Source: an optimization exercise on an open RTL-to-GDS flow (aim: small area, a short achievable clock period and few clock cycles per item). Production flows keep margins and buffers that such runs may drop. Function was checked by simulation only, so behaviour that the tests miss may differ from the original. No activity file was given, so power comes from the tool's default toggle rates.

--- flow/flow/run.sh ---
#!/bin/bash
# Standard ORFS layout (the standard.sh, standard synthesis), with the
# timing repair steps asked for extra setup slack so that they also shorten
# the achieved clock period. Constraints and clock period are unchanged.
# Gate cloning is skipped: a cloned driver was left over its slew limit.
# Ports are buffered with buf_2 cells; the clock tree uses small clock buffers.
set -euo pipefail
bash standard.sh SETUP_SLACK_MARGIN=14 SKIP_GATE_CLONING=1 TNS_END_PERCENT=100 \
  "BUFFER_PORTS_ARGS=-buffer_cell sky130_fd_sc_hd__buf_2" \
  "CTS_BUF_LIST=sky130_fd_sc_hd__clkbuf_4 sky130_fd_sc_hd__clkbuf_8" finish > flow_make.log 2>&1
--- flow/standard.sh ---
#!/bin/bash
# synth_recipe.tcl (not shown) runs the flow's synth.tcl, then flattens the netlist and writes it again
# the make line also repeats each setting of config.mk as NAME=value (left out here)
make -C /OpenROAD-flow-scripts/flow DESIGN_CONFIG=/design/flow/config.mk WORK_HOME=/design/flow/orfs CLKGATE_MAP_FILE= SYNTH_SCRIPT=/design/flow/synth_recipe.tcl "${@:-finish}"
--- flow/config.mk ---
export PLATFORM = sky130hd
export DESIGN_NAME = DatapathPipelined
export DESIGN_NICKNAME = DatapathPipelined
export VERILOG_FILES = /design/flow/design.v
export SDC_FILE = /design/flow/constraint.sdc
export NUM_CORES = 4
export LEC_CHECK = 0
export CAP_MARGIN = 20
export CELL_PAD_IN_SITES_DETAIL_PLACEMENT = 1
export CELL_PAD_IN_SITES_GLOBAL_PLACEMENT = 2
export CORE_MARGIN = 2
export CORE_UTILIZATION = 40
export PLACE_DENSITY = 0.55
export SLEW_MARGIN = 20
--- flow/constraint.sdc ---
create_clock -name core_clock -period 20.0 [get_ports {clk}]
set_input_delay 4.0000 -clock core_clock [delete_from_list [all_inputs] [get_ports {clk}]]
set_output_delay 4.0000 -clock core_clock [all_outputs]
set_load 0.01 [all_outputs]
--- flow/design.v ---
`timescale 1ns / 1ns
module RegFile (
  input             clk,
  input             we,
  input      [ 4:0] wa,
  input      [31:0] wd,
  input      [ 4:0] ra1,
  input      [ 4:0] ra2,
  output reg [31:0] rd1,
  output reg [31:0] rd2
);
  reg [31:0] regs [1:31];
  integer i;
  always @(posedge clk) begin
    for (i = 1; i < 32; i = i + 1)
      if (we && wa == i) regs[i] <= wd;
  end
  always @(*) begin
    rd1 = 32'd0;
    rd2 = 32'd0;
    for (i = 1; i < 32; i = i + 1) begin
      rd1 = rd1 | (regs[i] & {32{ra1 == i}});
      rd2 = rd2 | (regs[i] & {32{ra2 == i}});
    end
  end
endmodule
`timescale 1ns / 1ns
module MulDiv (
  input         clk,
  input         rst,
  input         go,      
  input  [ 2:0] f3,
  input  [31:0] a,
  input  [31:0] b,
  input         load,    
  input  [12:0] d_bsel,  
  output        done,
  input  [ 2:0] m_f3,
  output [31:0] res
);
  reg  [ 1:0] ph;    
  reg  [ 4:0] cnt;
  reg  [ 1:0] mk;    
  reg  [33:0] acc;   
  reg  [31:0] lo;    
  reg  [32:0] dv;    
  reg         an, qn;
  wire is_div = f3[2];
  wire a_sg = ~(f3[1] & f3[0]);    
  wire b_sg = ~f3[1];              
  wire [32:0] ma = {a_sg & a[31], a};
  wire [32:0] mb = {b_sg & b[31], b};
  wire last0 = (&mb[32:7])  | ~(|mb[32:7]);
  wire last1 = (&mb[32:15]) | ~(|mb[32:15]);
  wire last2 = (&mb[32:23]) | ~(|mb[32:23]);
  wire mlast = (cnt[1:0] == 2'd0) ? last0 :
               (cnt[1:0] == 2'd1) ? last1 :
               (cnt[1:0] == 2'd2) ? last2 : 1'b1;
  reg [12:0] bsel;
  reg [7:0] by;
  reg       sb, pv;
  always @(*) begin
    case (cnt[1:0])
      2'd0: begin by = mb[15:8];  sb = mb[15]; pv = mb[7];  end
      2'd1: begin by = mb[23:16]; sb = mb[23]; pv = mb[15]; end
      default: begin by = mb[31:24]; sb = mb[32]; pv = mb[23]; end
    endcase
  end
  wire [12:0] n_bsel;
  BoothSel nb (.by(by), .sb(sb), .pv(pv), .sel(n_bsel));
  always @(posedge clk) begin
    if (load)
      bsel <= d_bsel;
    else if (go && !is_div)
      bsel <= n_bsel;
  end
  wire [41:0] row [0:4];
  wire [3:0]  neg;
  wire [41:0] ma42 = {{9{ma[32]}}, ma};
  genvar k;
  generate
    for (k = 0; k < 4; k = k + 1) begin : booth
      wire one = bsel[3*k], two = bsel[3*k+1];
      assign neg[k] = bsel[3*k+2];
      wire [41:0] mag = ({42{one}} & ma42) | ({42{two}} & {ma42[40:0], 1'b0});
      wire [41:0] sgn = mag ^ {42{neg[k]}};
      assign row[k] = sgn << (2 * k);
    end
  endgenerate
  assign row[4] = {({42{bsel[12]}} & ma42)} << 8;
  wire [41:0] c1 = row[1] | {41'd0, neg[0]};
  wire [41:0] c2 = row[2] | {39'd0, neg[1], 2'd0};
  wire [41:0] c3 = row[3] | {37'd0, neg[2], 4'd0};
  wire [41:0] c4 = row[4] | {35'd0, neg[3], 6'd0};
  wire [41:0] c0 = row[0];
  wire [41:0] ca = (ph == 2'd0) ? 42'd0 : {{8{acc[33]}}, acc};
  wire [41:0] s1a = c0 ^ c1 ^ c2;
  wire [41:0] k1a = ((c0 & c1) | (c0 & c2) | (c1 & c2)) << 1;
  wire [41:0] s1b = c3 ^ c4 ^ ca;
  wire [41:0] k1b = ((c3 & c4) | (c3 & ca) | (c4 & ca)) << 1;
  wire [41:0] s2  = s1a ^ k1a ^ s1b;
  wire [41:0] k2  = ((s1a & k1a) | (s1a & s1b) | (k1a & s1b)) << 1;
  wire [41:0] s3  = s2 ^ k2 ^ k1b;
  wire [41:0] k3  = ((s2 & k2) | (s2 & k1b) | (k2 & k1b)) << 1;
  wire [41:0] t   = s3 + k3;
  wire sg    = ~f3[0];
  wire a_neg = sg & a[31];
  wire b_neg = sg & b[31];
  wire [31:0] aa = a_neg ? (~a + 32'd1) : a;
  wire [31:0] ba = b_neg ? (~b + 32'd1) : b;
  wire bz   = ~(|b);
  wire [31:0] ax = a ^ {32{a_neg}};
  wire [31:0] bx = b ^ {32{b_neg}};
  wire [1:0]  cc = {a_neg & ~b_neg, ~(a_neg ^ b_neg)};
  wire [33:0] cmp = {2'b00, ax} + {2'b00, ~bx} + {32'd0, cc};
  wire triv = bz | ~(cmp[33] | cmp[32]);
  function [4:0] msb;
    input [31:0] v;
    integer j;
    begin
      msb = 5'd0;
      for (j = 0; j < 32; j = j + 1)
        if (v[j]) msb = j;
    end
  endfunction
  wire [4:0] sh = msb(acc[31:0]) - msb(dv[31:0]);
  wire [33:0] d1  = {2'b00, acc[31:0]} - {1'b0, dv};
  wire        ge1 = ~d1[33];
  wire [31:0] r1  = ge1 ? d1[31:0] : acc[31:0];
  wire [33:0] d2  = {2'b00, r1} - {2'b00, dv[32:1]};
  wire        ge2 = ~d2[33];
  wire [31:0] r2  = ge2 ? d2[31:0] : r1;
  wire [1:0]  qd  = {ge1, ge2};
  wire [32:0] dvs = dv << {sh[4:1], 1'b1};
  assign done = is_div ? ((ph == 2'd0) ? triv : (ph == 2'd2) & (cnt == 5'd0)) : mlast;
  always @(posedge clk) begin
    if (rst) begin
      ph  <= 2'd0;
      cnt <= 5'd0;
    end else if (go) begin
      if (!is_div) begin
        acc <= t[41:8];
        lo  <= {t[7:0], lo[31:8]};
        if (mlast) begin
          ph  <= 2'd0;
          cnt <= 5'd0;
          mk  <= cnt[1:0];
        end else begin
          ph  <= 2'd2;
          cnt <= cnt + 5'd1;
        end
      end else begin
        case (ph)
          2'd0: begin
            acc <= {2'b00, aa};
            dv  <= {1'b0, ba};
            lo  <= {32{bz}};
            an  <= a_neg;
            qn  <= (a_neg ^ b_neg) & ~bz;
            if (!triv) ph <= 2'd1;
          end
          2'd1: begin
            dv  <= dvs;
            cnt <= {1'b0, sh[4:1]};
            ph  <= 2'd2;
          end
          default: begin
            acc[31:0] <= r2;
            lo <= {lo[29:0], qd};
            dv <= dv >> 2;
            if (cnt == 5'd0) ph <= 2'd0;
            else cnt <= cnt - 5'd1;
          end
        endcase
      end
    end
  end
  reg [31:0] mlo, mhi;
  always @(*) begin
    case (mk)
      2'd0: begin mlo = {acc[23:0], lo[31:24]}; mhi = {{22{acc[33]}}, acc[33:24]}; end
      2'd1: begin mlo = {acc[15:0], lo[31:16]}; mhi = {{14{acc[33]}}, acc[33:16]}; end
      2'd2: begin mlo = {acc[7:0],  lo[31:8]};  mhi = {{6{acc[33]}},  acc[33:8]};  end
      default: begin mlo = lo; mhi = acc[31:0]; end
    endcase
  end
  wire        nsel = m_f3[1] ? an : qn;
  wire [31:0] nin  = m_f3[1] ? acc[31:0] : lo;
  wire [31:0] dres = (nin ^ {32{nsel}}) + {31'd0, nsel};
  assign res = m_f3[2] ? dres : (m_f3[1:0] == 2'b00) ? mlo : mhi;
endmodule
module BoothSel (
  input  [ 7:0] by,
  input         sb,
  input         pv,
  output [12:0] sel
);
  wire [8:0] bb = {by, pv};
  genvar k;
  generate
    for (k = 0; k < 4; k = k + 1) begin : enc
      wire b0 = bb[2*k], b1 = bb[2*k+1], b2 = bb[2*k+2];
      assign sel[3*k]   = b0 ^ b1;
      assign sel[3*k+1] = (b2 & ~b1 & ~b0) | (~b2 & b1 & b0);
      assign sel[3*k+2] = b2 & ~(b1 & b0);
    end
  endgenerate
  assign sel[12] = by[7] & ~sb;
endmodule
`timescale 1ns / 1ns
module DatapathPipelined (
  input         clk,
  input         rst,
  output [31:0] pc_to_imem,
  input  [31:0] inst_from_imem,
  output [31:0] addr_to_dmem,
  input  [31:0] load_data_from_dmem,
  output [31:0] store_data_to_dmem,
  output [ 3:0] store_we_to_dmem,
  output        halt,
  output [31:0] trace_writeback_pc,
  output [31:0] trace_writeback_inst
);
  reg         rst_r;
  always @(posedge clk) rst_r <= rst;
  reg  [31:2] f_pc;
  reg         d_valid;
  reg  [31:2] d_pc;
  reg  [31:0] d_inst;
  reg         x_valid;
  reg  [31:2] x_pc;
  reg  [31:0] x_inst;
  reg  [31:0] x_a, x_b, x_sd;
  reg         x_cin;
  reg  [ 4:0] x_rd;
  reg  [ 2:0] x_f3;
  reg         x_wr, x_load, x_store, x_br, x_pred, x_jalr, x_halt, x_md;
  reg         x_sel_add, x_sel_slt, x_sel_xor, x_sel_or, x_sel_and;
  reg         x_sel_sll, x_sel_sr, x_sel_link, x_sra;
  reg         m_wr, m_load, m_md;
  reg  [ 4:0] m_rd;
  reg  [ 2:0] m_f3;
  reg  [31:0] m_res, m_sd;
  reg  [ 3:0] m_we;
  reg         w_wr;
  reg  [ 4:0] w_rd;
  reg  [31:0] w_reg;
  wire [31:0] md_res;
  reg  [31:0] m_ld;
  always @(*) begin
    case (m_f3[1:0])
      2'b00: begin
        case (m_res[1:0])
          2'd0: m_ld[7:0] = load_data_from_dmem[7:0];
          2'd1: m_ld[7:0] = load_data_from_dmem[15:8];
          2'd2: m_ld[7:0] = load_data_from_dmem[23:16];
          default: m_ld[7:0] = load_data_from_dmem[31:24];
        endcase
        m_ld[31:8] = {24{~m_f3[2] & m_ld[7]}};
      end
      2'b01: begin
        m_ld[15:0] = m_res[1] ? load_data_from_dmem[31:16] : load_data_from_dmem[15:0];
        m_ld[31:16] = {16{~m_f3[2] & m_ld[15]}};
      end
      default: m_ld = load_data_from_dmem;
    endcase
  end
  wire [31:0] m_fwd = m_load ? m_ld : m_md ? md_res : m_res;
  wire [31:0] w_data = w_reg;
  wire [4:0] d_op  = d_inst[6:2];
  wire [2:0] d_f3  = d_inst[14:12];
  wire [4:0] d_rd  = d_inst[11:7];
  wire [4:0] d_rs1 = d_inst[19:15];
  wire [4:0] d_rs2 = d_inst[24:20];
  wire d_lui   = (d_op == 5'b01101);
  wire d_auipc = (d_op == 5'b00101);
  wire d_jal   = (d_op == 5'b11011);
  wire d_jalr  = (d_op == 5'b11001);
  wire d_br    = (d_op == 5'b11000);
  wire d_load  = (d_op == 5'b00000);
  wire d_store = (d_op == 5'b01000);
  wire d_opimm = (d_op == 5'b00100);
  wire d_oprr  = (d_op == 5'b01100);
  wire d_sys   = (d_op == 5'b11100);
  wire d_md    = d_oprr & d_inst[25];
  wire d_alu   = d_opimm | (d_oprr & ~d_inst[25]);
  wire d_pred  = d_br & d_inst[31];      
  wire d_wr   = ~(d_br | d_store | d_sys) & (d_rd != 5'd0);
  wire d_use1 = ~(d_lui | d_auipc | d_jal);
  wire d_use2 = d_oprr | d_store | d_br;
  wire [31:0] imm_i = {{20{d_inst[31]}}, d_inst[31:20]};
  wire [31:0] imm_s = {{20{d_inst[31]}}, d_inst[31:25], d_inst[11:7]};
  wire [31:0] imm_u = {d_inst[31:12], 12'b0};
  wire [31:2] imm_b = {{19{d_inst[31]}}, d_inst[31], d_inst[7], d_inst[30:25], d_inst[11:9]};
  wire [31:2] imm_j = {{11{d_inst[31]}}, d_inst[31], d_inst[19:12], d_inst[20], d_inst[30:22]};
  wire [31:0] d_imm = d_store ? imm_s : (d_lui | d_auipc) ? imm_u : imm_i;
  wire [31:2] d_tgt = d_pc + (d_jal ? imm_j : imm_b);
  wire d_slt = d_alu & (d_f3 == 3'b010 || d_f3 == 3'b011);
  wire d_sub = d_br | d_slt | (d_oprr & ~d_inst[25] & d_inst[30] & d_f3 == 3'b000);
  wire [31:0] rf1, rf2;
  RegFile rf (
    .clk(clk), .we(w_wr), .wa(w_rd), .wd(w_data),
    .ra1(d_rs1), .ra2(d_rs2), .rd1(rf1), .rd2(rf2)
  );
  wire [31:0] x_res;
  wire        x_busy;
  wire x_hit1 = x_valid & x_wr & (x_rd == d_rs1);
  wire m_hit1 = m_wr & (m_rd == d_rs1);
  wire w_hit1 = w_wr & (w_rd == d_rs1);
  wire x_hit2 = x_valid & x_wr & (x_rd == d_rs2);
  wire m_hit2 = m_wr & (m_rd == d_rs2);
  wire w_hit2 = w_wr & (w_rd == d_rs2);
  wire [31:0] rs1v = x_hit1 ? x_res : m_hit1 ? m_fwd : w_hit1 ? w_data : rf1;
  wire [31:0] rs2v = x_hit2 ? x_res : m_hit2 ? m_fwd : w_hit2 ? w_data : rf2;
  wire x_late = x_load | x_md;
  wire hazard = d_valid & x_late & ((d_use1 & x_hit1) | (d_use2 & x_hit2));
  wire [12:0] d_bsel;
  BoothSel db (.by(rs2v[7:0]), .sb(rs2v[7]), .pv(1'b0), .sel(d_bsel));
  wire x_fire = x_valid & ~x_busy;
  wire x_taken;
  wire redirect_x = x_fire & (x_jalr | (x_br & (x_taken ^ x_pred)));
  wire d_hold = x_busy | hazard;
  wire redirect_d = d_valid & (d_jal | d_pred) & ~d_hold & ~redirect_x;
  wire [31:0] x_sum;
  assign pc_to_imem = {f_pc, 2'b00};
  always @(posedge clk) begin
    if (rst_r)
      f_pc <= 30'd0;
    else if (redirect_x)
      f_pc <= x_jalr ? x_sum[31:2] : x_sd[31:2];
    else if (redirect_d)
      f_pc <= d_tgt;
    else if (!d_hold)
      f_pc <= f_pc + 30'd1;
  end
  always @(posedge clk) begin
    if (rst_r)
      d_valid <= 1'b0;
    else if (redirect_x || redirect_d)
      d_valid <= 1'b0;
    else if (!d_hold)
      d_valid <= 1'b1;
  end
  always @(posedge clk) begin
    if (!d_hold) begin
      d_pc   <= f_pc;
      d_inst <= inst_from_imem;
    end
  end
  wire x_new = ~x_busy & d_valid & ~hazard & ~redirect_x;
  always @(posedge clk) begin
    if (rst_r)
      x_valid <= 1'b0;
    else if (!x_busy)
      x_valid <= x_new;
  end
  always @(posedge clk) begin
    if (rst_r) begin
      x_inst <= 32'd0;
      x_halt <= 1'b0;
    end else begin
      x_inst <= x_new ? d_inst : 32'd0;
      x_halt <= x_new & d_sys;
    end
    x_pc <= d_pc;
  end
  always @(posedge clk) begin
    if (!x_busy) begin
      x_a     <= d_lui ? 32'd0 : d_auipc ? {d_pc, 2'b00} : rs1v;
      x_b     <= (d_oprr | d_br ? rs2v : d_imm) ^ {32{d_sub}};
      x_sd    <= d_store ? rs2v : (d_br & ~d_pred) ? {d_tgt, 2'b00} : {f_pc, 2'b00};
      x_cin   <= d_sub;
      x_rd    <= d_rd;
      x_f3    <= d_f3;
      x_wr    <= d_wr;
      x_load  <= d_load;
      x_store <= d_store;
      x_br    <= d_br;
      x_pred  <= d_pred;
      x_jalr  <= d_jalr;
      x_md    <= d_md;
      x_sel_add  <= d_lui | d_auipc | d_load | d_store | (d_alu & d_f3 == 3'b000);
      x_sel_slt  <= d_slt;
      x_sel_xor  <= d_alu & d_f3 == 3'b100;
      x_sel_or   <= d_alu & d_f3 == 3'b110;
      x_sel_and  <= d_alu & d_f3 == 3'b111;
      x_sel_sll  <= d_alu & d_f3 == 3'b001;
      x_sel_sr   <= d_alu & d_f3 == 3'b101;
      x_sel_link <= d_jal | d_jalr;
      x_sra      <= d_inst[30];
    end
  end
  wire [32:0] sum33 = {1'b0, x_a} + {1'b0, x_b} + {32'd0, x_cin};
  assign x_sum = sum33[31:0];
  wire lt_u = ~sum33[32];
  wire lt_s = (x_a[31] == x_b[31]) ? x_a[31] : x_sum[31];    
  wire eq   = &(x_a ^ x_b);
  assign x_taken = x_f3[2] ? ((x_f3[1] ? lt_u : lt_s) ^ x_f3[0]) : (eq ^ x_f3[0]);
  wire [31:0] sll = x_a << x_b[4:0];
  wire signed [32:0] sra_in = {x_sra & x_a[31], x_a};
  wire [32:0] srx = sra_in >>> x_b[4:0];
  wire md_done;
  MulDiv md (
    .clk(clk), .rst(rst_r), .go(x_valid & x_md), .f3(x_f3),
    .a(x_a), .b(x_b), .load(~x_busy), .d_bsel(d_bsel),
    .done(md_done), .m_f3(m_f3), .res(md_res)
  );
  assign x_busy = x_valid & x_md & ~md_done;
  assign x_res = ({32{x_sel_add}}  & x_sum)
               | ({32{x_sel_slt}}  & {31'd0, x_f3[0] ? lt_u : lt_s})
               | ({32{x_sel_xor}}  & (x_a ^ x_b))
               | ({32{x_sel_or}}   & (x_a | x_b))
               | ({32{x_sel_and}}  & (x_a & x_b))
               | ({32{x_sel_sll}}  & sll)
               | ({32{x_sel_sr}}   & srx[31:0])
               | ({32{x_sel_link}} & x_sd);
  reg [3:0] x_we;
  always @(*) begin
    case (x_f3[1:0])
      2'b00:   x_we = 4'b0001 << x_sum[1:0];
      2'b01:   x_we = x_sum[1] ? 4'b1100 : 4'b0011;
      default: x_we = 4'b1111;
    endcase
  end
  always @(posedge clk) begin
    if (rst_r) begin
      m_wr <= 1'b0;
      m_we <= 4'd0;
    end else begin
      m_wr <= x_fire & x_wr;
      m_we <= (x_fire & x_store) ? x_we : 4'd0;
    end
    m_load <= x_load;
    m_md   <= x_md;
    m_rd   <= x_rd;
    m_f3   <= x_f3;
    m_res  <= x_res;
    m_sd   <= (x_f3[1:0] == 2'b00) ? {4{x_sd[7:0]}} :
              (x_f3[1:0] == 2'b01) ? {2{x_sd[15:0]}} : x_sd;
  end
  assign addr_to_dmem       = m_res;
  assign store_data_to_dmem = m_sd;
  assign store_we_to_dmem   = m_we;
  always @(posedge clk) begin
    if (rst_r)
      w_wr <= 1'b0;
    else
      w_wr <= m_wr;
    w_rd   <= m_rd;
    w_reg  <= m_fwd;
  end
  assign trace_writeback_pc   = {x_pc, 2'b00};
  assign trace_writeback_inst = x_inst;
  assign halt                 = x_halt;
endmodule
==> run notes, run 1 <==
# TYPE chip_impl_metric gauge
chip_impl_metric{name="crit_path_dat",unit="ns"} 7.01
chip_impl_metric{name="finalWorstSetupSlack",unit="ns"} 13.80
chip_impl_metric{name="final.min_clock_period",unit="ns"} 6.20
chip_impl_info{name="criticalPathCategory",value="in -> reg"} 1
chip_impl_metric{name="cts_hold_buffers",unit=""} 0
chip_impl_metric{name="wire_per_inst",unit="um"} 44.0
chip_impl_metric{name="syn_to_final_growth",unit="%"} 17.0
chip_impl_metric{name="clk-insertion-delay-late",unit="ns"} 1.12
chip_impl_metric{name="route.detailed.drc",unit=""} 0
chip_impl_metric{name="overflow",unit=""} 0
chip_impl_metric{name="timing.critical_path.slowest_cell_delay",unit="ns"} 1.04
chip_impl_metric{name="num-nets-final",unit=""} 10183
chip_impl_info{name="synth_largest_area_cell",value="sky130_fd_sc_hd__edfxtp_1"} 1
chip_impl_metric{name="cp_max_fo",unit=""} 6
chip_impl_metric{name="grt_use_total",unit=""} 0.458
chip_impl_metric{name="design.core.area",unit="um2"} 235000
chip_impl_metric{name="antenna_found_initial",unit=""} 50
chip_impl_metric{name="postSynthRegisterBits",unit=""} 1511
chip_impl_metric{name="synth_cell_type_count",unit=""} 115
chip_impl_info{name="worstHoldPathType",value="reg -> reg"} 1
chip_impl_metric{name="netlist_area_before_placement",unit="um2"} 94700
chip_impl_metric{name="power.ir.vdd_worst",unit="uV"} 310
chip_impl_metric{name="synth-warning-count",unit=""} 4
chip_impl_metric{name="routed_wirelength",unit="um"} 577000
chip_impl_info{name="tritoncts_clock_tree",value="built"} 1
chip_impl_metric{name="rows",unit=""} 178
chip_impl_info{name="regMostFlops",value="rf.regs"} 1
chip_impl_metric{name="violation_count_after_the_first_detailed_routing_iteration",unit=""} 16529
chip_impl_metric{name="setup_viol_count_final",unit=""} 0
chip_impl_metric{name="grt_use_met2",unit=""} 0.641
chip_impl_metric{name="leakage",unit="nW"} 41.7
chip_impl_metric{name="grt_start_max_net_pins",unit=""} 89
chip_impl_info{name="status",value="finished clean"} 1
chip_impl_metric{name="yosysSeqAreaShare",unit=""} 0.456
chip_impl_metric{name="cts_sinks",unit=""} 1511
chip_impl_metric{name="finalCritPeriodShare",unit=""} 0.310
chip_impl_metric{name="tritoncts.num_buffers",unit=""} 293
chip_impl_metric{name="hpwl",unit="um"} 386000
chip_impl_info{name="worst_setup_path_start_kind",value="primary input"} 1
chip_impl_metric{name="synth_async_sr_flop_share",unit=""} 0
chip_impl_metric{name="ctsLongestPathBuffers",unit=""} 4
chip_impl_metric{name="floorplan.die.height",unit="um"} 490
chip_impl_metric{name="portBuffers",unit=""} 226
chip_impl_metric{name="place_congestion",unit=""} 1.05
chip_impl_metric{name="initial_utilization",unit=""} 0.403
chip_impl_metric{name="clk_transition_reported_paths",unit="ns"} 0.06
chip_impl_info{name="critPathMostFrequentCell",value="sky130_fd_sc_hd__a21oi_1"} 1
chip_impl_metric{name="final_util",unit=""} 0.471
chip_impl_metric{name="met1_usage",unit=""} 0.609
chip_impl_metric{name="dpl_worst_slack",unit="ns"} 12.00
chip_impl_metric{name="ant_nets",unit=""} 0
chip_impl_metric{name="worst_pin_slew",unit="ns"} 1.34
chip_impl_metric{name="fp.dieW",unit="um"} 490
chip_impl_metric{name="max_cap_violations",unit=""} 0
chip_impl_info{name="rsz_0062_raised_after_global_routing",value="true"} 1
chip_impl_metric{name="slew-limit-headroom",unit=""} 0.104
chip_impl_metric{name="timing.critical_path.required",unit="ns"} 20.81
chip_impl_metric{name="fraction_of_layout_instances_using_a_drive_strength_above_1",unit=""} 0.193
chip_impl_metric{name="largest_register_ff_count",unit=""} 992
chip_impl_metric{name="ioPinCount",unit=""} 231
chip_impl_metric{name="p_per_area",unit="nW/um2"} 129
chip_impl_info{name="netlist_top_cells_area",value="sky130_fd_sc_hd__edfxtp_1 41%, sky130_fd_sc_hd__a22oi_1 8.0%, sky130_fd_sc_hd__dfxtp_1 4.7%"} 1
chip_impl_info{name="top_regs",value="rf.regs: 992 flops, md.acc: 34 flops, md.dv: 33 flops"} 1
chip_impl_info{name="grt_most_used_layer",value="met2"} 1
chip_impl_info{name="critPathTopFamily",value="compound AO/OA/AOI/OAI gates"} 1
chip_impl_metric{name="fmax",unit="GHz"} 0.161
chip_impl_metric{name="yosys.area.top_type_share",unit=""} 0.409
chip_impl_metric{name="number_of_synthesized_flops_with_an_enable_pin",unit=""} 1290
chip_impl_metric{name="detail_route.first_pass.iterations",unit=""} 7
chip_impl_info{name="postSynth.topFlopCell",value="sky130_fd_sc_hd__edfxtp_1"} 1
chip_impl_metric{name="finalClockSkew",unit="ns"} 0.176
chip_impl_metric{name="detailroute.via_count",unit=""} 93490
chip_impl_metric{name="fillers",unit=""} 25704
chip_impl_metric{name="grt_pass1_vias",unit=""} 89909
chip_impl_info{name="cpMaxStageDelayCell",value="sky130_fd_sc_hd__a21oi_1"} 1
chip_impl_metric{name="r2r_slack",unit="ns"} 13.81
chip_impl_metric{name="slew_violations",unit=""} 0
chip_impl_metric{name="postSynthCellCount",unit=""} 9306
chip_impl_metric{name="gr-usage-met3",unit=""} 0.140
chip_impl_info{name="worst_setup_path_end_kind",value="register"} 1
chip_impl_info{name="cts.root.buffer_cell",value="sky130_fd_sc_hd__clkbuf_8"} 1
chip_impl_metric{name="path_buf_inv",unit=""} 2
chip_impl_metric{name="syn_avg_cell_area",unit="um2"} 10.2
chip_impl_info{name="path_cells",value="buf_2, mux2_2, o22a_1, o22ai_1, a21oi_1, mux2i_1, a21oi_1, buf_4, and2_1"} 1
chip_impl_metric{name="layout.area.seq",unit="um2"} 43200
chip_impl_metric{name="avgViaCountPerCell",unit=""} 7.13
chip_impl_metric{name="floorplan.die_area",unit="um2"} 241000
chip_impl_metric{name="fin_setup_tns",unit="ns"} 0
chip_impl_metric{name="number_of_hold_violations_in_the_final_report",unit=""} 0
chip_impl_metric{name="first_pass_grt_wire_length",unit="um"} 769000
chip_impl_metric{name="multi_input_comb_area",unit="um2"} 49800
chip_impl_metric{name="finalPower",unit="mW"} 14.3
chip_impl_metric{name="ctsHtreeMaxLevel",unit=""} 5
## cell type report
cell class	count	area share
diodes	47	0.00106
flip-flops and latches	1511	0.390
clock inverters	88	0.00574
inverters	398	0.0141
multi-input cells	6695	0.450
clock buffers	413	0.0457
repair buffers	811	0.0583
well taps	3150	0.0356
## what timing repair did
action | in CTS | in global routing
endpoints found under the setup margin | 354 | 191
pin swaps | 63 | 90
buffers inserted | 99 | 111
gates resized for setup | 288 | 212
## synth_stat cells (all sizes together) (34+ instances only)
| cell | n |
|---|---|
| nand3b | 42 |
| nand4 | 105 |
| a22o | 38 |
| o22ai | 53 |
| o211ai | 96 |
| a221oi | 70 |
| nand3 | 192 |
| mux2i | 176 |
| nand2 | 881 |
| clkbuf | 525 |
| xnor2 | 378 |
| nor2 | 662 |
| or3 | 36 |
| and2 | 68 |
| and3 | 64 |
| buf | 180 |
| a221o | 34 |
| nor4 | 88 |
| mux4 | 85 |
| dfxtp | 221 |
| ha | 257 |
| xor2 | 179 |
| a211oi | 98 |
| nor3 | 154 |
| inv | 391 |
| a21o | 112 |
| nand2b | 59 |
| nor2b | 42 |
| edfxtp | 1290 |
| fa | 150 |
| a22oi | 1005 |
| a31oi | 103 |
| mux2 | 64 |
| a21oi | 435 |
| o21a | 46 |
| o21ai | 499 |
| o31ai | 35 |
| a222oi | 67 |
## kinds of logic after synthesis
logic type      Yosys count  synth area share
compound gates         2930             0.214
xor+xnor                557            0.0515
fa+ha+maj               407            0.0657
buf+inv                1103            0.0455
flops                  1511             0.456
mux                     325            0.0466
other cells               1         0.0000396
simple gates           2472             0.121
## final timing paths
kind                            from    endpoint  cells after the start
max          load_data_from_dmem[25]     x_sd[1]                      9
min                          m_rd[4]     w_rd[4]                      0
max reg2reg                   x_a[7]  md.acc[30]                     23
min reg2reg                  m_rd[4]     w_rd[4]                      0
## worst reg2reg max path, cell delays in order (launching register included)
cell                       delay [ns]
sky130_fd_sc_hd__edfxtp_1        0.40
sky130_fd_sc_hd__buf_8           0.16
sky130_fd_sc_hd__buf_12          0.15
sky130_fd_sc_hd__a22oi_2         0.21
sky130_fd_sc_hd__xnor2_1         0.16
sky130_fd_sc_hd__fa_1            0.52
sky130_fd_sc_hd__inv_2           0.10
sky130_fd_sc_hd__fa_2            0.44
sky130_fd_sc_hd__fa_1            0.51
sky130_fd_sc_hd__inv_2           0.05
sky130_fd_sc_hd__ha_4            0.16
sky130_fd_sc_hd__or3_4           0.36
sky130_fd_sc_hd__o21bai_4        0.19
sky130_fd_sc_hd__a211oi_2        0.20
sky130_fd_sc_hd__buf_4           0.20
sky130_fd_sc_hd__o31ai_4         0.09
sky130_fd_sc_hd__a221o_2         0.44
sky130_fd_sc_hd__nand2_2         0.10
sky130_fd_sc_hd__a311oi_1        0.08
sky130_fd_sc_hd__buf_4           0.16
sky130_fd_sc_hd__a221o_1         0.34
sky130_fd_sc_hd__or4b_4          0.55
sky130_fd_sc_hd__a31oi_4         0.24
sky130_fd_sc_hd__a311o_1         0.17
## power by group
group / internal (mW) / leakage [nW] / switching (mW)
Sequential: 3.65 / 14.1 / 0.153
Combinational: 2.66 / 24.6 / 4.66
Clock: 1.73 / 3.02 / 1.47
## routing by layer
| metal | up-vias | routed length [um] | share of wire |
|---|---|---|---|
| met5 | - | 459 | 0.00080 |
| met1 | 47444 | 219000 | 0.38 |
| met4 | 36 | 45700 | 0.079 |
| li1 | 36154 | - | - |
| met2 | 8000 | 234000 | 0.41 |
| met3 | 1856 | 78100 | 0.14 |
## cell usage in the layout (no fill, tap or decap), types with 48 or more instances in the layout
master / count
sky130_fd_sc_hd__xor2_1: 174
sky130_fd_sc_hd__dfxtp_1: 204
sky130_fd_sc_hd__a222oi_1: 67
sky130_fd_sc_hd__buf_4: 491
sky130_fd_sc_hd__nand4_1: 103
sky130_fd_sc_hd__mux4_2: 85
sky130_fd_sc_hd__a21oi_1: 400
sky130_fd_sc_hd__nand2_1: 869
sky130_fd_sc_hd__o21ai_0: 428
sky130_fd_sc_hd__a221oi_1: 53
sky130_fd_sc_hd__nor3_1: 148
sky130_fd_sc_hd__a31oi_1: 92
sky130_fd_sc_hd__clkbuf_4: 100
sky130_fd_sc_hd__clkbuf_8: 314
sky130_fd_sc_hd__buf_2: 225
sky130_fd_sc_hd__and3_1: 60
sky130_fd_sc_hd__nand2b_1: 58
sky130_fd_sc_hd__clkinv_1: 50
sky130_fd_sc_hd__fa_1: 146
sky130_fd_sc_hd__o211ai_1: 96
sky130_fd_sc_hd__nor2_4: 101
sky130_fd_sc_hd__o22ai_1: 48
sky130_fd_sc_hd__mux2_2: 60
sky130_fd_sc_hd__a21o_1: 109
sky130_fd_sc_hd__a22oi_1: 995
sky130_fd_sc_hd__and2_1: 66
sky130_fd_sc_hd__ha_1: 216
sky130_fd_sc_hd__a211oi_1: 80
sky130_fd_sc_hd__nor4_1: 85
sky130_fd_sc_hd__edfxtp_1: 1290
sky130_fd_sc_hd__xnor2_1: 375
sky130_fd_sc_hd__o21ai_1: 48
sky130_fd_sc_hd__nor2_1: 547
sky130_fd_sc_hd__nand3_1: 181
sky130_fd_sc_hd__mux2i_1: 173
sky130_fd_sc_hd__inv_1: 353
## metrics by stage
stage                     cells  hold WS [ns]  area [um2]
after floorplan            9309         0.343       94800
after global placement    12351         0.401      101000
after detailed placement  12355         0.391      101000
after CTS                 12955         0.367      109000
after global routing      13082         0.378      111000
final                     13113         0.376      111000
Testbench counts, summed over its fixed seeds: cycles 215,663, instrs 148,298.
==> run 2, diff against run 1 <==
--- a/flow/config.mk
+++ b/flow/config.mk
@@ -11,4 +11,4 @@
 export CORE_MARGIN = 2
-export CORE_UTILIZATION = 40
-export PLACE_DENSITY = 0.55
+export CORE_UTILIZATION = 30
+export PLACE_DENSITY = 0.5
 export SLEW_MARGIN = 20
==> run 2 against run 1 <==
Compared with the run above:
- critical path type is now reg -> reg
- largest cell class unchanged
- non-clock buffer count increased by 100
- die area increased by 33%
- routed wire length increased by 14%
- cell count increased by 9.0%
- clock-buffer cell count increased by 15
- cell area increased by 3.3%
- power increased by 2.4%
- synthesized cell count unchanged
==> run notes, run 2 <==
# TYPE chip_impl_metric gauge
chip_impl_info{name="status",value="finished clean"} 1
chip_impl_metric{name="violation_count_after_the_first_detailed_routing_iteration",unit=""} 14887
chip_impl_metric{name="number_of_hold_violations_in_the_final_report",unit=""} 0
chip_impl_metric{name="first_pass_grt_wire_length",unit="um"} 855000
chip_impl_metric{name="fraction_of_layout_instances_using_a_drive_strength_above_1",unit=""} 0.213
chip_impl_metric{name="wire_per_inst",unit="um"} 45.9
chip_impl_info{name="yosysMostFrequentCell",value="sky130_fd_sc_hd__edfxtp_1"} 1
chip_impl_metric{name="number_of_synthesized_flops_with_an_enable_pin",unit=""} 1290
chip_impl_metric{name="fin_setup_tns",unit="ns"} 0
chip_impl_metric{name="grt_use_total",unit=""} 0.396
chip_impl_info{name="mostFrequentLayoutCells",value="1290 x sky130_fd_sc_hd__edfxtp_1, 988 x sky130_fd_sc_hd__a22oi_1, 860 x sky130_fd_sc_hd__nand2_1"} 1
chip_impl_metric{name="tritoncts.num_buffers",unit=""} 301
chip_impl_metric{name="routed_wirelength",unit="um"} 656000
chip_impl_metric{name="design.core.area",unit="um2"} 314000
chip_impl_info{name="cpMaxStageDelayCell",value="sky130_fd_sc_hd__or4b_4"} 1
chip_impl_metric{name="yosysSeqAreaShare",unit=""} 0.456
chip_impl_metric{name="syn_avg_cell_area",unit="um2"} 10.2
chip_impl_metric{name="met1_usage",unit=""} 0.547
chip_impl_metric{name="avgViaCountPerCell",unit=""} 6.42
chip_impl_metric{name="power_switching_share",unit=""} 0.446
chip_impl_info{name="postSynth.topFlopCell",value="sky130_fd_sc_hd__edfxtp_1"} 1
chip_impl_metric{name="power.switching",unit="mW"} 6.55
chip_impl_metric{name="fp.dieW",unit="um"} 566
chip_impl_metric{name="fmax",unit="GHz"} 0.160
chip_impl_metric{name="share_comb_of_total_power",unit=""} 0.510
chip_impl_metric{name="antenna_found_initial",unit=""} 76
chip_impl_metric{name="hold-worst-slack",unit="ns"} 0.388
chip_impl_info{name="worst_setup_path_end_kind",value="register"} 1
chip_impl_metric{name="clock_power_frac",unit=""} 0.231
chip_impl_metric{name="rows",unit=""} 206
chip_impl_metric{name="internal_power",unit="mW"} 8.13
chip_impl_info{name="netlist_top_cells_area",value="sky130_fd_sc_hd__edfxtp_1 41%, sky130_fd_sc_hd__a22oi_1 8.0%, sky130_fd_sc_hd__dfxtp_1 4.7%"} 1
chip_impl_metric{name="finalClockSkew",unit="ns"} 0.0807
chip_impl_info{name="rsz_0062_raised_after_global_routing",value="true"} 1
chip_impl_info{name="regMostFlops",value="rf.regs"} 1
chip_impl_metric{name="worst_pin_slew",unit="ns"} 1.42
chip_impl_metric{name="floorplan.die.height",unit="um"} 566
chip_impl_info{name="regToRegEndpoint",value="md.acc[29]"} 1
chip_impl_metric{name="r2r_slack",unit="ns"} 13.77
chip_impl_metric{name="ioPinCount",unit=""} 231
chip_impl_metric{name="postSynthRegisterBits",unit=""} 1511
chip_impl_metric{name="final.min_clock_period",unit="ns"} 6.23
chip_impl_metric{name="finalWorstSetupSlack",unit="ns"} 13.77
chip_impl_metric{name="place_congestion",unit=""} 0.976
chip_impl_metric{name="floorplan.die_area",unit="um2"} 320000
chip_impl_metric{name="cts_sinks",unit=""} 1511
chip_impl_metric{name="initial_utilization",unit=""} 0.301
chip_impl_metric{name="finalPower",unit="mW"} 14.7
chip_impl_info{name="worstReg2RegStart",value="md.dv[4]"} 1
chip_impl_metric{name="seq_power_share",unit=""} 0.259
chip_impl_metric{name="ant_nets",unit=""} 0
chip_impl_metric{name="detail_route.first_pass.iterations",unit=""} 8
chip_impl_metric{name="num-nets-final",unit=""} 10291
chip_impl_info{name="worst_setup_path_start_kind",value="register"} 1
chip_impl_info{name="endpoint",value="md.acc[29]"} 1
chip_impl_metric{name="gr-usage-met3",unit=""} 0.0797
chip_impl_metric{name="detailroute.via_count",unit=""} 91781
chip_impl_metric{name="max_cap_violations",unit=""} 0
chip_impl_metric{name="ctsHtreeMaxLevel",unit=""} 5
chip_impl_metric{name="postSynthCellCount",unit=""} 9306
chip_impl_metric{name="portBuffers",unit=""} 226
chip_impl_metric{name="clk_transition_reported_paths",unit="ns"} 0.06
chip_impl_metric{name="crit_path_dat",unit="ns"} 6.99
chip_impl_info{name="startpoint",value="md.dv[4]"} 1
chip_impl_info{name="most_frequent_standard_cell_in_the_layout_excluding_fill_and_tap_cells",value="sky130_fd_sc_hd__edfxtp_1"} 1
chip_impl_metric{name="ctsLongestPathBuffers",unit=""} 4
chip_impl_metric{name="hpwl",unit="um"} 440000
chip_impl_metric{name="grt_use_met2",unit=""} 0.579
chip_impl_metric{name="finalCritPeriodShare",unit=""} 0.312
chip_impl_metric{name="clk-insertion-delay-late",unit="ns"} 1.10
chip_impl_metric{name="overflow",unit=""} 0
chip_impl_metric{name="syn_to_final_growth",unit="%"} 20.8
chip_impl_info{name="synth_largest_area_cell",value="sky130_fd_sc_hd__edfxtp_1"} 1
chip_impl_metric{name="largest_register_ff_count",unit=""} 992
chip_impl_metric{name="grt_start_max_net_pins",unit=""} 80
chip_impl_info{name="criticalPathCategory",value="reg -> reg"} 1
chip_impl_metric{name="fillers",unit=""} 34774
chip_impl_metric{name="yosys.area.top_type_share",unit=""} 0.409
chip_impl_metric{name="synth_async_sr_flop_share",unit=""} 0
chip_impl_metric{name="power.ir.vdd_worst",unit="uV"} 143
chip_impl_metric{name="setup_viol_count_final",unit=""} 0
chip_impl_metric{name="p_per_area",unit="nW/um2"} 128
chip_impl_metric{name="slew_violations",unit=""} 0
chip_impl_metric{name="timing.critical_path.required",unit="ns"} 20.76
chip_impl_metric{name="slew-limit-headroom",unit=""} 0.0478
chip_impl_metric{name="synth_cell_type_count",unit=""} 115
chip_impl_metric{name="dpl_worst_slack",unit="ns"} 10.98
chip_impl_metric{name="timing.critical_path.slowest_cell_delay",unit="ns"} 0.58
chip_impl_metric{name="reg2reg_depth",unit=""} 30
chip_impl_metric{name="final_util",unit=""} 0.364
chip_impl_metric{name="synth-warning-count",unit=""} 4
chip_impl_metric{name="cp_max_fo",unit=""} 9
chip_impl_info{name="worstHoldPathType",value="reg -> reg"} 1
chip_impl_metric{name="route.detailed.drc",unit=""} 0
chip_impl_info{name="top_regs",value="rf.regs: 992 flops, md.acc: 34 flops, md.dv: 33 flops"} 1
chip_impl_metric{name="netlist_area_before_placement",unit="um2"} 94700
chip_impl_info{name="synthTopCellsByCount",value="1290 x sky130_fd_sc_hd__edfxtp_1, 1005 x sky130_fd_sc_hd__a22oi_1, 879 x sky130_fd_sc_hd__nand2_1, 660 x sky130_fd_sc_hd__nor2_1, 525 x sky130_fd_sc_hd__clkbuf_1"} 1
chip_impl_info{name="cts.root.buffer_cell",value="sky130_fd_sc_hd__clkbuf_8"} 1
chip_impl_metric{name="cts_hold_buffers",unit=""} 0
chip_impl_info{name="grt_most_used_layer",value="met2"} 1
chip_impl_metric{name="grt_pass1_vias",unit=""} 90003
chip_impl_info{name="tritoncts_clock_tree",value="built"} 1
chip_impl_info{name="critPathMostFrequentCell",value="sky130_fd_sc_hd__buf_12"} 1
chip_impl_metric{name="leakage",unit="nW"} 42.6
[run 2: per-layer routing]
metal / wire length [um] / vias up
met3: 61700 / 1339
met1: 276000 / 48273
li1: - / 36445
met5: 232 / -
met2: 275000 / 5690
met4: 41900 / 34
[run 2: critical path: cells and delay by family, from the launching register on]
| kind | cells | cell delay (ns) |
|---|---|---|
| simple gates | 5 | 1.13 |
| compound gates | 15 | 2.32 |
| flops | 1 | 0.52 |
| buf+inv | 8 | 1.36 |
| fa+ha+maj | 2 | 0.53 |
[run 2: cells by family (layout without fill, tap and decap cells)]
| group | Yosys count | after routing | synth area share |
|---|---|---|---|
| fa+ha+maj | 407 | 407 | 0.0657 |
| simple gates | 2472 | 2472 | 0.121 |
| other cells | 1 | 78 | 0.0000396 |
| flops | 1511 | 1511 | 0.456 |
| compound gates | 2930 | 2930 | 0.214 |
| xor+xnor | 557 | 557 | 0.0515 |
| buf+inv | 1103 | 1851 | 0.0455 |
| mux | 325 | 325 | 0.0466 |
[run 2: stage by stage]
| stage | std cells | instance area [um2] |
|---|---|---|
| floorplan | 9309 | 94800 |
| global placement | 13398 | 103000 |
| detailed placement | 13409 | 103000 |
| CTS | 14121 | 112000 |
| global route | 14271 | 114000 |
| finish | 14291 | 114000 |
[run 2: area by class of cell]
cell class / instances / area [um2] / share of cell area
tap: 4160 / 5200 / 0.0455
multi-input combinational: 6695 / 50500 / 0.441
inverter: 398 / 1650 / 0.0144
clock inverter: 114 / 803 / 0.00702
clock buffer: 428 / 5260 / 0.0460
antenna: 74 / 185 / 0.00162
timing repair buffer: 911 / 7590 / 0.0663
sequential: 1511 / 43200 / 0.378
[run 2: worst min-delay path by stage]
stage                       start       to  slack, ns  cells after the start
after floorplan            x_load   m_load       0.34                      0
final                      x_load   m_load       0.39                      0
after global placement    m_rd[1]  w_rd[1]       0.39                      0
after CTS                  x_load   m_load       0.39                      0
after detailed placement   x_load   m_load       0.39                      0
after global routing       x_load   m_load       0.39                      0
[run 2: power by group through the flow]
stage                     Clock [mW]  Sequential [mW]  Combinational, mW
final                           3.39             3.80               7.48
after CTS                       3.44             3.80               7.15
after detailed placement           0             3.87               6.63
after global placement             0             3.87               6.71
after global routing            3.54             3.80               7.89
after floorplan                    0             3.80               3.94
[run 2: what timing repair did]
item                       in CTS  in global routing
setup endpoints to repair     360                164
pin swaps                      91                 80
buffers inserted              170                 93
hold endpoints to repair        0                  0
gates resized for setup       453                232
==> run 3, diff against run 2 <==
--- a/flow/design.v
+++ b/flow/design.v
@@ -244,5 +244,2 @@
   reg  [ 3:0] m_we;
-  reg         w_wr;
-  reg  [ 4:0] w_rd;
-  reg  [31:0] w_reg;
   wire [31:0] md_res;
@@ -268,3 +265,2 @@
   wire [31:0] m_fwd = m_load ? m_ld : m_md ? md_res : m_res;
-  wire [31:0] w_data = w_reg;
   wire [4:0] d_op  = d_inst[6:2];
@@ -301,3 +297,3 @@
   RegFile rf (
-    .clk(clk), .we(w_wr), .wa(w_rd), .wd(w_data),
+    .clk(clk), .we(m_wr), .wa(m_rd), .wd(m_fwd),
     .ra1(d_rs1), .ra2(d_rs2), .rd1(rf1), .rd2(rf2)
@@ -308,8 +304,6 @@
   wire m_hit1 = m_wr & (m_rd == d_rs1);
-  wire w_hit1 = w_wr & (w_rd == d_rs1);
   wire x_hit2 = x_valid & x_wr & (x_rd == d_rs2);
   wire m_hit2 = m_wr & (m_rd == d_rs2);
-  wire w_hit2 = w_wr & (w_rd == d_rs2);
-  wire [31:0] rs1v = x_hit1 ? x_res : m_hit1 ? m_fwd : w_hit1 ? w_data : rf1;
-  wire [31:0] rs2v = x_hit2 ? x_res : m_hit2 ? m_fwd : w_hit2 ? w_data : rf2;
+  wire [31:0] rs1v = x_hit1 ? x_res : m_hit1 ? m_fwd : rf1;
+  wire [31:0] rs2v = x_hit2 ? x_res : m_hit2 ? m_fwd : rf2;
   wire x_late = x_load | x_md;
@@ -443,10 +437,2 @@
   assign store_we_to_dmem   = m_we;
-  always @(posedge clk) begin
-    if (rst_r)
-      w_wr <= 1'b0;
-    else
-      w_wr <= m_wr;
-    w_rd   <= m_rd;
-    w_reg  <= m_fwd;
-  end
   assign trace_writeback_pc   = {x_pc, 2'b00};
==> run 3 against run 2 <==
Compared with the run above:
- combinational power decreased by 12%
- maximum frequency increased by 0.44%
- critical path depth decreased by 14
- routed wire length decreased by 5.3%
- clock skew increased by 0.075 ns
- register-to-register slack improved by 0.13 ns
- worst hold slack improved by 0.054 ns
==> run notes, run 3 <==
# TYPE chip_impl_metric gauge
chip_impl_info{name="status",value="finished clean"} 1
chip_impl_metric{name="fmax",unit="GHz"} 0.161
chip_impl_metric{name="ctsHtreeMaxLevel",unit=""} 5
chip_impl_metric{name="p_per_area",unit="nW/um2"} 121
chip_impl_metric{name="overflow",unit=""} 0
chip_impl_metric{name="slew-limit-headroom",unit=""} 0.0941
chip_impl_info{name="rsz_0062_raised_after_global_routing",value="true"} 1
chip_impl_metric{name="fp.dieW",unit="um"} 561
chip_impl_metric{name="finalCritPeriodShare",unit=""} 0.310
chip_impl_metric{name="worst_pin_slew",unit="ns"} 1.36
chip_impl_metric{name="setup_viol_count_final",unit=""} 0
chip_impl_info{name="postSynth.topFlopCell",value="sky130_fd_sc_hd__edfxtp_1"} 1
chip_impl_metric{name="syn_avg_cell_area",unit="um2"} 10.3
chip_impl_metric{name="cts_sinks",unit=""} 1473
chip_impl_metric{name="crit_path_dat",unit="ns"} 6.95
chip_impl_metric{name="final.min_clock_period",unit="ns"} 6.21
chip_impl_info{name="synthTopCellsByCount",value="1290 x sky130_fd_sc_hd__edfxtp_1, 783 x sky130_fd_sc_hd__a22oi_1, 678 x sky130_fd_sc_hd__nand2_1, 650 x sky130_fd_sc_hd__nor2_1, 559 x sky130_fd_sc_hd__clkbuf_1"} 1
chip_impl_metric{name="syn_to_final_growth",unit="%"} 20.6
chip_impl_metric{name="design.core.area",unit="um2"} 309000
chip_impl_info{name="cts.root.buffer_cell",value="sky130_fd_sc_hd__clkbuf_8"} 1
chip_impl_metric{name="timing.critical_path.required",unit="ns"} 20.75
chip_impl_metric{name="slew_violations",unit=""} 0
chip_impl_metric{name="num-nets-final",unit=""} 9978
chip_impl_metric{name="ant_nets",unit=""} 0
chip_impl_metric{name="postSynthCellCount",unit=""} 9025
chip_impl_metric{name="wire_per_inst",unit="um"} 44.8
chip_impl_metric{name="grt_start_max_net_pins",unit=""} 87
chip_impl_metric{name="synth-warning-count",unit=""} 4
chip_impl_info{name="yosysMostFrequentCell",value="sky130_fd_sc_hd__edfxtp_1"} 1
chip_impl_metric{name="avgViaCountPerCell",unit=""} 6.43
chip_impl_metric{name="tritoncts.num_buffers",unit=""} 292
chip_impl_metric{name="routed_wirelength",unit="um"} 621000
chip_impl_metric{name="place_congestion",unit=""} 0.938
chip_impl_metric{name="fraction_of_layout_instances_using_a_drive_strength_above_1",unit=""} 0.205
chip_impl_metric{name="detailroute.via_count",unit=""} 89210
chip_impl_metric{name="postSynthRegisterBits",unit=""} 1473
chip_impl_metric{name="yosys.area.top_type_share",unit=""} 0.417
chip_impl_info{name="worst_setup_path_end_kind",value="register"} 1
chip_impl_metric{name="fin_setup_tns",unit="ns"} 0
chip_impl_info{name="worst_setup_path_start_kind",value="primary input"} 1
chip_impl_metric{name="hpwl",unit="um"} 409000
chip_impl_metric{name="cp_max_fo",unit=""} 4
chip_impl_metric{name="number_of_hold_violations_in_the_final_report",unit=""} 0
chip_impl_info{name="regMostFlops",value="rf.regs"} 1
chip_impl_info{name="worstHoldPathType",value="reg -> reg"} 1
chip_impl_info{name="synth_largest_area_cell",value="sky130_fd_sc_hd__edfxtp_1"} 1
chip_impl_metric{name="hold-worst-slack",unit="ns"} 0.442
chip_impl_metric{name="largest_register_ff_count",unit=""} 992
chip_impl_metric{name="antenna_found_initial",unit=""} 45
chip_impl_metric{name="grt_use_total",unit=""} 0.378
chip_impl_metric{name="finalClockSkew",unit="ns"} 0.155
chip_impl_metric{name="portBuffers",unit=""} 226
chip_impl_metric{name="first_pass_grt_wire_length",unit="um"} 817000
chip_impl_metric{name="max_cap_violations",unit=""} 0
chip_impl_info{name="netlist_top_cells_area",value="sky130_fd_sc_hd__edfxtp_1 42%, sky130_fd_sc_hd__a22oi_1 6.3%, sky130_fd_sc_hd__dfxtp_1 3.9%"} 1
chip_impl_metric{name="floorplan.die.height",unit="um"} 561
chip_impl_metric{name="synth_async_sr_flop_share",unit=""} 0
chip_impl_metric{name="route.detailed.drc",unit=""} 0
chip_impl_metric{name="rows",unit=""} 204
chip_impl_metric{name="clk_transition_reported_paths",unit="ns"} 0.06
chip_impl_metric{name="grt_pass1_vias",unit=""} 88154
chip_impl_info{name="most_frequent_standard_cell_in_the_layout_excluding_fill_and_tap_cells",value="sky130_fd_sc_hd__edfxtp_1"} 1
chip_impl_metric{name="synth_cell_type_count",unit=""} 104
chip_impl_metric{name="leakage",unit="nW"} 41.3
chip_impl_metric{name="detail_route.first_pass.iterations",unit=""} 7
chip_impl_info{name="mostFrequentLayoutCells",value="1290 x sky130_fd_sc_hd__edfxtp_1, 774 x sky130_fd_sc_hd__a22oi_1, 670 x sky130_fd_sc_hd__nand2_1"} 1
chip_impl_info{name="criticalPathCategory",value="in -> reg"} 1
chip_impl_metric{name="ioPinCount",unit=""} 231
chip_impl_info{name="tritoncts_clock_tree",value="built"} 1
chip_impl_metric{name="power.ir.vdd_worst",unit="uV"} 122
chip_impl_info{name="top_regs",value="rf.regs: 992 flops, md.acc: 34 flops, md.dv: 33 flops"} 1
chip_impl_metric{name="violation_count_after_the_first_detailed_routing_iteration",unit=""} 12485
chip_impl_metric{name="floorplan.die_area",unit="um2"} 314000
chip_impl_metric{name="ctsLongestPathBuffers",unit=""} 4
chip_impl_metric{name="number_of_synthesized_flops_with_an_enable_pin",unit=""} 1290
chip_impl_metric{name="initial_utilization",unit=""} 0.301
chip_impl_metric{name="netlist_area_before_placement",unit="um2"} 93000
chip_impl_metric{name="clk-insertion-delay-late",unit="ns"} 1.08
chip_impl_metric{name="yosysSeqAreaShare",unit=""} 0.456
-- run 3: cell count changes in the layout (fill, tap and decap cells not counted), moves of 32 or more --
cell                       delta
sky130_fd_sc_hd__nand3b_1    -32
sky130_fd_sc_hd__a22o_1     +114
sky130_fd_sc_hd__buf_4       -46
sky130_fd_sc_hd__o21ai_0     -49
sky130_fd_sc_hd__o211ai_1    -42
sky130_fd_sc_hd__diode_2     -54
sky130_fd_sc_hd__a22oi_1    -214
sky130_fd_sc_hd__nand4_1     +52
sky130_fd_sc_hd__nand2_1    -190
sky130_fd_sc_hd__a31oi_1     -43
sky130_fd_sc_hd__a21oi_1     +81
sky130_fd_sc_hd__a221oi_1   +117
sky130_fd_sc_hd__nor4_1      -36
-- run 3: area by class of cell --
type,count,area [um2]
Multi-Input combinational cell,6461,49300
Inverter,389,1540
Fill cell,33983,197000
Tap cell,4120,5150
Clock inverter,108,821
Timing Repair Buffer,888,7690
Clock buffer,416,5140
Sequential cell,1473,42400
Antenna cell,20,50.0
-- run 3: power by group --
group          total [mW]  leakage (nW)  switching [mW]  internal, mW
Clock                3.29          3.15            1.53          1.76
Sequential           3.68          13.8           0.118          3.56
Combinational        6.57          24.3            4.02          2.55
Total                13.5          41.3            5.66          7.87
-- run 3: kinds of logic after synthesis --
group | count (synthesis) | share of synthesized area
xor+xnor | 537 | 0.0506
other cells | 1 | 0.0000403
compound gates | 2872 | 0.216
fa+ha+maj | 407 | 0.0669
mux | 349 | 0.0494
simple gates | 2292 | 0.115
buf+inv | 1094 | 0.0455
flops | 1473 | 0.456
-- run 3: repair_timing --
action	in CTS	in global routing
pin swaps	60	109
buffers inserted	120	119
endpoints found under the setup margin	413	268
hold buffers	0	0
gates resized for setup	295	246
-- run 3: critical path, cell delays in order --
cell	delay (ns)
sky130_fd_sc_hd__buf_4	0.13
sky130_fd_sc_hd__mux4_2	0.48
sky130_fd_sc_hd__a21o_4	0.24
sky130_fd_sc_hd__a21o_1	0.16
sky130_fd_sc_hd__a21boi_4	0.16
sky130_fd_sc_hd__nand2_4	0.13
sky130_fd_sc_hd__buf_12	0.11
sky130_fd_sc_hd__buf_6	0.08
sky130_fd_sc_hd__a21oi_2	0.03
sky130_fd_sc_hd__a221oi_2	0.26
sky130_fd_sc_hd__o21ai_4	0.14
sky130_fd_sc_hd__buf_12	0.17
sky130_fd_sc_hd__o211ai_1	0.28
sky130_fd_sc_hd__o21ai_4	0.17
sky130_fd_sc_hd__a221oi_2	0.31
sky130_fd_sc_hd__xnor2_1	0.09
-- run 3: final timing paths --
check | from | to | slack, ns | cells past startpoint
max | load_data_from_dmem[7] | x_b[24] | 13.79 | 16
min | d_inst[0] | x_inst[0] | 0.44 | 1
max reg2reg | md.dv[1] | md.lo[0] | 13.90 | 30
min reg2reg | d_inst[0] | x_inst[0] | 0.44 | 1
-- run 3: per-layer routing --
| metal | part of all wire | GRT usage | routed length, um |
|---|---|---|---|
| met4 | 0.067 | 0.209 | 41500 |
| met1 | 0.41 | 0.511 | 257000 |
| met3 | 0.086 | 0.0640 | 53600 |
| met2 | 0.43 | 0.574 | 269000 |
| met5 | 0.000084 | 0 | 52 |
-- run 3: per-stage QoR --
step	area, um2	instances	setup WS, ns	total power [mW]	util
final	112000	13875	13.79	13.5	0.363
after global routing	112000	13864	13.64	14.3	0.363
after global placement	101000	13080	12.05	9.61	0.327
after floorplan	93400	9028	13.31	7.67	-
after CTS	110000	13732	13.75	13.1	0.355
after detailed placement	101000	13088	12.11	9.61	0.328
Testbench counts of run 3, summed over its fixed seeds: cycles 215,663, instrs 148,298.

[afterwards: timing with drivers on the ports]
No port has a modelled driver above. Below, the same layouts with a new extraction and two added sets of constraints.
Step 1 (the two cells are an assumption about what drives the block):
set clk [get_ports {clk}]
set_driving_cell -lib_cell sky130_fd_sc_hd__clkbuf_16 $clk
set_driving_cell -lib_cell sky130_fd_sc_hd__buf_2 [delete_from_list [all_inputs] $clk]
Step 2 adds t to the input delays and takes it off the output delays; t is the mean of the earliest and latest rising clock arrival at the registers after step 1. Input paths then give back, and output paths get back, about the clock's delay inside the block.
Three values: ideal ports, drivers, drivers and shift; two values: the first two.
run | t (ns) | setup WS [ns] | worst register clock-pin slew, ns
run 1 | 1.155 | 13.803 / 13.815 / 12.737 | 0.08 / 0.08
run 2 | 1.167 | 13.765 / 13.765 / 12.882 | 0.07 / 0.07
run 3 | 1.107 | 13.792 / 13.799 / 12.693 | 0.09 / 0.09
After both steps setup and hold are still met in every run listed. For run 3, which loses most, drivers alone change the setup slack by +0.007 ns; drivers and shift together by -1.099 ns.
